Source: an optimization exercise on an open RTL-to-GDS flow (aim: small area and a short achievable clock period). Production flows keep margins and buffers that such runs may drop.
The RTL was checked by simulation tests, not by an equivalence proof against the original design.

wip/zinc:
## DCT
module DCT(clk,rst_n,ena,done,
  data_in0,data_in1,data_in2,data_in3,data_in4,data_in5,data_in6,data_in7,
  data_out0,data_out1,data_out2,data_out3,data_out4,data_out5,data_out6,data_out7);
input clk,rst_n,ena;
input signed [8:0] data_in0,data_in1,data_in2,data_in3,data_in4,data_in5,data_in6,data_in7;
output signed [18:0] data_out0,data_out1,data_out2,data_out3,data_out4,data_out5,data_out6,data_out7;
output done;
reg [2:0] vld;
always @(posedge clk or negedge rst_n)
  if (!rst_n) vld <= 0;
  else vld <= {vld[1:0], ena};
assign done = vld[2];
wire [8:0] x0 = data_in0, x1 = data_in1, x2 = data_in2, x3 = data_in3;
wire [8:0] x4 = data_in4, x5 = data_in5, x6 = data_in6, x7 = data_in7;
wire s1, c2;
dct_fa us1 (.a(x0[0]), .b(x7[0]), .c(x3[0]), .s(s1), .co(c2));
wire s3, c4;
dct_fa us3 (.a(x0[1]), .b(x7[1]), .c(x3[1]), .s(s3), .co(c4));
wire s5, c6;
dct_fa us5 (.a(x0[2]), .b(x7[2]), .c(x3[2]), .s(s5), .co(c6));
wire s7, c8;
dct_fa us7 (.a(x0[3]), .b(x7[3]), .c(x3[3]), .s(s7), .co(c8));
wire s9, c10;
dct_fa us9 (.a(x0[4]), .b(x7[4]), .c(x3[4]), .s(s9), .co(c10));
wire s11, c12;
dct_fa us11 (.a(x0[5]), .b(x7[5]), .c(x3[5]), .s(s11), .co(c12));
wire s13, c14;
dct_fa us13 (.a(x0[6]), .b(x7[6]), .c(x3[6]), .s(s13), .co(c14));
wire s15, c16;
dct_fa us15 (.a(x0[7]), .b(x7[7]), .c(x3[7]), .s(s15), .co(c16));
wire s17, c18;
dct_fa us17 (.a(x0[8]), .b(x7[8]), .c(x3[8]), .s(s17), .co(c18));
wire s19, c20;
dct_fa us19 (.a(x4[1]), .b(c2), .c(s3), .s(s19), .co(c20));
wire s21, c22;
dct_fa us21 (.a(x4[2]), .b(c4), .c(s5), .s(s21), .co(c22));
wire s23, c24;
dct_fa us23 (.a(x4[3]), .b(c6), .c(s7), .s(s23), .co(c24));
wire s25, c26;
dct_fa us25 (.a(x4[4]), .b(c8), .c(s9), .s(s25), .co(c26));
wire s27, c28;
dct_fa us27 (.a(x4[5]), .b(c10), .c(s11), .s(s27), .co(c28));
wire s29, c30;
dct_fa us29 (.a(x4[6]), .b(c12), .c(s13), .s(s29), .co(c30));
wire s31, c32;
  ...
Size in the first run: about 2100 cells after synthesis, roughly 440 flip-flops, about 230 I/O pins, ~27000 um^2 of cells after synthesis.
Settings: LEC_CHECK=0, CAP_MARGIN=20, CORE_MARGIN=2, CORE_UTILIZATION=40, SETUP_SLACK_MARGIN=1.5, SLEW_MARGIN=20, SYNTH_HIERARCHICAL=1, SYNTH_MINIMUM_KEEP_SIZE=0; clock period 4.5 ns.
standard.sh (not shown) runs the stock make flow with config.mk's settings and CLKGATE_MAP_FILE= SYNTH_SCRIPT=/design/flow/synth_recipe.tcl, a recipe that flattens the netlist after the stock synthesis.
==> flow/flow/run.sh <==
#!/bin/bash
# The standard layout, with plain buf_1 cells as the input/output port buffers
# (the standard flow picks a larger delay-buffer cell for them).
set -euo pipefail
export BUFFER_PORTS_ARGS="-buffer_cell sky130_fd_sc_hd__buf_1"
bash standard.sh > standard.log 2>&1
wip/zinc finished every stage and its layout cleared the timing, DRC and antenna checks.
--- input diff wip/zinc..wip/delta ---
Settings: changing SETUP_SLACK_MARGIN from 1.5 to 1.9; setting CTS_CLUSTER_DIAMETER to 70 for the first time; setting CTS_CLUSTER_SIZE to 30 for the first time.
==> run summary <==
Compared wip/delta vs wip/zinc, and core utilization is up in wip/delta.
Looking at non-filler instance count after layout, wip/delta sits 70 above wip/zinc.
Looking at number of global-route vias before repair, wip/delta sits below wip/zinc.
On cell area reported after detailed placement, wip/zinc and wip/delta are basically level.
From wip/zinc to wip/delta the numbers moved as follows: routed length on met2 went up, global-route usage roughly the same, smallest setup slack after layout went up 0.17 ns, number of clock buffers in the layout went down.
diff inputs: wip/delta => wip/willow
Settings: a change of SETUP_SLACK_MARGIN from 1.9 to 1.5.
Notes after the runs:
Number of buffers inserted during clock tree synthesis for wip/willow: 5.6% down relative to wip/delta. NOTE: total of clock buffers placed in the layout in wip/willow falls short of that of wip/delta. In the metrics for wip/willow and wip/delta, the one carrying the lower number of fillers in the final layout is wip/delta.
Inputs modified between wip/willow and wip/umber:
Settings: clearing CTS_CLUSTER_DIAMETER, which used to be 70; swapping 1.5 for 1.75 in SETUP_SLACK_MARGIN; clearing CTS_CLUSTER_SIZE, which used to be 30.
## What came out
wip/umber finished every stage and its layout cleared the timing, DRC and antenna checks.
wip/willow: full flow OK, the timing, DRC and antenna checks passed
Higher final hold slack was reported by wip/willow, not wip/umber.
First-pass GRT wire length: wip/willow vs wip/umber, no meaningful difference
wip/umber packs its core tighter than wip/willow.
As far as global-route usage is concerned, wip/willow and wip/umber perform about the same.
Diff wip/willow -> wip/umber | number of antenna violations at the first check in global routing | up by more than 10%
--- input diff wip/umber..wip/ember ---
Settings: a change of SETUP_SLACK_MARGIN from 1.75 to 2.0.
--- outcome ---
wip/ember ended with every stage complete and zero timing, DRC or antenna violations.
The flow did not stop early for wip/umber: all stages ran, and the layout cleared the timing, DRC and antenna checks.
Sort wip/umber and wip/ember by number of buffers other than clock buffers in the final layout, ascending, and wip/umber comes first.
Critical path depth: wip/ember > wip/umber
The final critical delay including setup and external delays of wip/ember was inferior to that of wip/umber.
Re via count: wip/umber was lower than wip/ember.

afterwards: timing with drivers on the ports:
The results above use ideal ports. As a check the final layouts listed here were re-extracted and re-timed, cells and wires unchanged. Step 1 (the two cells are an assumption about what drives the block):
set clk [get_ports {clk}]
set_driving_cell -lib_cell sky130_fd_sc_hd__clkbuf_16 $clk
set_driving_cell -lib_cell sky130_fd_sc_hd__buf_2 [delete_from_list [all_inputs] $clk]
Step 2 times the ports against the registers' clock, not the clock port: input delays grow and output delays shrink by t, the midpoint of the rising clock arrivals with the driver on. a / b / c = ideal ports / drivers / drivers and shift; a / b = the first two.
| run | t (ns) | setup WS [ns] | worst setup path at the end | pins driven straight from the clock port |
|---|---|---|---|---|
| wip/zinc | 0.640 | 1.572 / 1.570 / 0.930 | input to register | 1 |
| wip/delta | 0.619 | 1.738 / 1.705 / 1.086 | input to register | 1 |
| wip/willow | 0.613 | 1.581 / 1.553 / 0.940 | input to register | 1 |
| wip/umber | 0.640 | 1.733 / 1.702 / 1.062 | input to register | 1 |
| wip/ember | 0.642 | 1.678 / 1.648 / 1.006 | input to register | 1 |
After both steps setup and hold are still met in every run listed. The setup slack of wip/ember, which loses most, moves by -0.030 ns with the drivers and by -0.672 ns with both steps.
